This design comes from an exercise in tuning for small area on the open sky130 flow, not from production work.
RTL that was checked went through simulation tests only; none was proved equivalent to the original.
Power and IR drop assume default switching activity.

Design DMAC, start of the top module:
module DMAC #(
    parameter AXI_ID_WD   = 2,
    parameter AXI_DATA_WD = 32,
    parameter AXI_ADDR_WD = 32,
    parameter AXI_STRB_WD = 4
)(
    input                      AXI_ACLK,
    input                      AXI_ARESETN,
    input                      cmd_valid,
    input  [AXI_ADDR_WD-1 : 0] cmd_addr,
    input  [AXI_ID_WD-1   : 0] cmd_id,
    input  [1 : 0]             cmd_burst,
    input  [2 : 0]             cmd_size,
    input  [AXI_ADDR_WD-1 : 0] cmd_len,
    output                     cmd_ready,
    output                     cmd_abort,
    output [AXI_ADDR_WD-1 : 0] AXI_AWADDR,
    output [AXI_ID_WD-1   : 0] AXI_AWID,
    output [1 : 0]             AXI_AWBURST,
    output [2 : 0]             AXI_AWSIZE,
    output [7 : 0]             AXI_AWLEN,
    output                     AXI_AWVALID,
    input                      AXI_AWREADY,
    output [AXI_DATA_WD-1 : 0] AXI_WDATA,
    output [AXI_STRB_WD-1 : 0] AXI_WSTRB,
    output                     AXI_WLAST,
    output                     AXI_WVALID,
    input                      AXI_WREADY,
    input  [AXI_ID_WD-1   : 0] AXI_BID,
    input  [1 : 0]             AXI_BRESP,
    input                      AXI_BVALID,
    output                     AXI_BREADY,
    output [AXI_ADDR_WD-1 : 0] AXI_ARADDR,
    output [AXI_ID_WD-1   : 0] AXI_ARID,
    output [1 : 0]             AXI_ARBURST,
    output [2 : 0]             AXI_ARSIZE,
    output [7 : 0]             AXI_ARLEN,
    output                     AXI_ARVALID,
    input                      AXI_ARREADY,
    input  [AXI_DATA_WD-1 : 0] AXI_RDATA,
    input                      AXI_RLAST,
    input  [AXI_ID_WD-1   : 0] AXI_RID,
    input  [1 : 0]             AXI_RRESP,
    input                      AXI_RVALID,
    output                     AXI_RREADY
);
export LEC_CHECK = 0
export CAP_MARGIN = 20
export CORE_MARGIN = 2
export CORE_UTILIZATION = 40
export CTS_BUF_LIST = sky130_fd_sc_hd__clkbuf_8
export SLEW_MARGIN = 20
create_clock -name core_clock -period 6.5 [get_ports {AXI_ACLK}]
standard.sh (not shown) runs the stock make flow with config.mk's settings and CLKGATE_MAP_FILE= SYNTH_SCRIPT=/design/flow/synth_recipe.tcl, a recipe that flattens the netlist after the stock synthesis.
==> flow/flow/run.sh <==
#!/bin/bash
set -euo pipefail
export MY_WORK="$PWD"
export MY_ABC_SCRIPT="$PWD/flow/abc_area.script"
export MY_ABC_D=6500
export BUFFER_PORTS_ARGS="-buffer_cell sky130_fd_sc_hd__buf_1"
sed "s#SYNTH_SCRIPT=[^ ]*#SYNTH_SCRIPT=$PWD/flow/synth.tcl#" standard.sh > my_standard.sh
bash my_standard.sh > flow_make.log 2>&1
==> flow/flow/abc_area.script <==
strash
&get -n
&deepsyn -T 30
&put
&get -n
&dch -f
&nf -R 1000
&put
==> flow/flow/synth.tcl <==
# synth_recipe.tcl (the standard synthesis) with ABC's mapping script and delay target replaced.
proc abc {args} {
  set out {}
  set skip 0
  foreach a $args {
    if {$skip} { set skip 0; continue }
    if {$a eq "-script" || $a eq "-D"} { set skip 1; continue }
    lappend out $a
  }
  set out [linsert $out 0 -script $::env(MY_ABC_SCRIPT)]
  lappend out -D $::env(MY_ABC_D)
  puts "abc override: $out"
  yosys abc {*}$out
}
source $::env(MY_WORK)/synth_recipe.tcl
The first run completed with no timing, DRC or antenna violations.
Change:
--- a/flow/design.v
+++ b/flow/design.v
@@ -1,14 +1,14 @@
 module axi_master_write (
     input              clk,
     input              rstn,
     input              cmd_fire,
-    input      [31:10] cmd_addr,
+    input      [21:0]  c_blk,
     input      [9:0]   c_addr,
     input              fired,
     input      [13:0]  q_init,
     input              c_incr,
     input      [7:0]   c_rm1,
     input              c_rz,
     output             cmd_ready,
     output             cmd_abort,
     output     [31:0]  AWADDR,
@@ -24,19 +24,18 @@
     input              BVALID,
     output             BREADY
 );
 reg        busy;
 reg        first;
 reg        phantom_start;
 reg        abort_pending;
 reg        none_left;
 reg [13:0] q;
-reg [31:10] awaddr;
 reg        awvalid;
 reg        wvalid;
 reg        wlast;
 reg        wstrb;
 reg        bready;
 reg [9:0]  wdata;
 reg [8:0]  beats_cnt;
 wire awfire     = awvalid && AWREADY;
 wire wfire      = wvalid && WREADY;
@@ -74,24 +73,19 @@
     else if (abort_pending)
         none_left <= 1'b1;
 end
 always @(posedge clk) begin
     if (cmd_fire)
         q <= q_init;
     else if (awfire)
         q <= q - 14'd1;
 end
-always @(posedge clk) begin
-    if (!busy)
-        awaddr <= cmd_addr;
-    else if (awfire && c_incr)
-        awaddr <= awaddr + 22'd1;
-end
+wire [21:0] awaddr = c_blk - {11'b0, q[10:0] & {11{c_incr}}};
 always @(posedge clk) begin
     if (cmd_fire)
         first <= 1'b1;
     else if (awfire)
         first <= 1'b0;
 end
 always @(posedge clk) begin
     if (!rstn)
         awvalid <= 1'b0;
@@ -153,19 +147,19 @@
 assign WSTRB   = {4{wstrb}};
 assign WLAST   = wlast;
 assign WVALID  = wvalid;
 assign BREADY  = bready;
 endmodule
 module axi_master_read (
     input              clk,
     input              rstn,
     input              cmd_fire,
-    input      [31:10] cmd_addr,
+    input      [21:0]  c_blk,
     input      [9:0]   c_addr,
     input              fired,
     input      [13:0]  q_init,
     input              c_incr,
     input      [7:0]   c_rm1,
     input              c_rz,
     output             cmd_ready,
     output             cmd_abort,
     output     [31:0]  ARADDR,
@@ -177,19 +171,18 @@
     input              RVALID,
     output             RREADY
 );
 reg        busy;
 reg        first;
 reg        phantom_start;
 reg        abort_pending;
 reg        none_left;
 reg [13:0] q;
-reg [31:10] araddr;
 reg        arvalid;
 reg        rready;
 reg [7:0]  outstanding;    
 wire arfire     = arvalid && ARREADY;
 wire rfire      = RVALID && rready;
 wire last_rfire = RLAST && rfire;
 wire ar_pending = arvalid && !ARREADY;
 wire q_zero = (q == 14'd0);
 wire [7:0] len_m1 = q_zero ? c_rm1 : (c_incr ? (first ? ~c_addr[9:2] : 8'hff) : 8'd15);
@@ -229,24 +222,19 @@
     else if (abort_pending)
         none_left <= 1'b1;
 end
 always @(posedge clk) begin
     if (cmd_fire)
         q <= q_init;
     else if (arfire)
         q <= q - 14'd1;
 end
-always @(posedge clk) begin
-    if (!busy)
-        araddr <= cmd_addr;
-    else if (arfire && c_incr)
-        araddr <= araddr + 22'd1;
-end
+wire [21:0] araddr = c_blk - {11'b0, q[10:0] & {11{c_incr}}};
 always @(posedge clk) begin
     if (cmd_fire)
         first <= 1'b1;
     else if (arfire)
         first <= 1'b0;
 end
 always @(posedge clk) begin
     if (!rstn)
         arvalid <= 1'b0;
@@ -327,44 +315,46 @@
 wire [13:0] q_init   = cmd_incr ? {3'b0, cmd_end[18:8]} : cmd_beats[17:4];
 wire [7:0]  r_init   = cmd_incr ? (cmd_cross ? cmd_end[7:0] : cmd_beats[7:0])
                                 : {4'b0, cmd_beats[3:0]};
 wire [7:0]  rm1_init = r_init - 8'd1;
 reg [1:0] c_id;
 reg [1:0] c_burst;
 reg [2:0] c_size;
 reg [7:0] c_rm1;      
 reg [9:0] c_addr;     
+reg [21:0] c_blk;     
 reg       fired;      
 always @(posedge AXI_ACLK) begin
     if (cmd_fire) begin
         c_id    <= cmd_id;
         c_burst <= cmd_burst;
         c_size  <= cmd_size;
         c_rm1   <= rm1_init;
         c_addr  <= cmd_addr[9:0];
+        c_blk   <= cmd_addr[31:10] + (cmd_incr ? {11'b0, cmd_end[18:8]} : 22'd0);
     end
 end
 always @(posedge AXI_ACLK) begin
     fired <= cmd_fire;
 end
 wire c_incr = (c_burst == 2'b01);
 wire c_rz   = &c_rm1;
 assign AXI_AWID    = c_id;
 assign AXI_AWBURST = c_burst;
 assign AXI_AWSIZE  = c_size;
 assign AXI_ARID    = c_id;
 assign AXI_ARBURST = c_burst;
 assign AXI_ARSIZE  = c_size;
 axi_master_write axi_master_write (
     .clk       (AXI_ACLK),
     .rstn      (AXI_ARESETN),
     .cmd_fire  (cmd_fire),
-    .cmd_addr  (cmd_addr[31:10]),
+    .c_blk     (c_blk),
     .c_addr    (c_addr),
     .fired     (fired),
     .q_init    (q_init),
     .c_incr    (c_incr),
     .c_rm1     (c_rm1),
     .c_rz      (c_rz),
     .cmd_ready (w_cmd_ready),
     .cmd_abort (w_cmd_abort),
     .AWADDR    (AXI_AWADDR),
@@ -378,19 +368,19 @@
     .WREADY    (AXI_WREADY),
     .BRESP     (AXI_BRESP),
     .BVALID    (AXI_BVALID),
     .BREADY    (AXI_BREADY)
 );
 axi_master_read axi_master_read (
     .clk       (AXI_ACLK),
     .rstn      (AXI_ARESETN),
     .cmd_fire  (cmd_fire),
-    .cmd_addr  (cmd_addr[31:10]),
+    .c_blk     (c_blk),
     .c_addr    (c_addr),
     .fired     (fired),
     .q_init    (q_init),
     .c_incr    (c_incr),
     .c_rm1     (c_rm1),
     .c_rz      (c_rz),
     .cmd_ready (r_cmd_ready),
     .cmd_abort (r_cmd_abort),
     .ARADDR    (AXI_ARADDR),
Global-route usage climbs by 0.50 points. Routed wire length climbs by a few percent. Clock skew hardly moves. Combinational power climbs by about a fifth. Worst setup slack is worse by 870 ps. Worst hold slack is about the same. Non-clock buffer count climbs by 16. Power drops by a few percent. Synthesized cell count climbs by a few percent. Clock-buffer cell count is unchanged.
Only the layout flow was run in the second run of this note; the RTL was not checked for function there.

## re-timing with driven ports
The results above use ideal ports. As a check the final layouts listed here were re-extracted and re-timed, cells and wires unchanged. Step 1 assumes that a clkbuf_16 drives the clock port and a buf_2 every other input. Step 2 times the ports against the registers' clock, not the clock port: input delays grow and output delays shrink by t, the midpoint of the rising clock arrivals with the driver on. Three values: no drivers, after step 1, after step 2; two values: the first two.
run	t, ns	slack for setup (ns)	worst setup path at the end	pins driven straight from the clock port
the first run	0.477	1.209 / 1.219 / 0.742	input to register	1
the second run	0.492	0.342 / 0.302 / 0.070	input to register	1
After both steps every run listed still meets setup and hold. The setup slack of the first run, which loses most, moves by +0.010 ns with the drivers and by -0.467 ns with both steps.
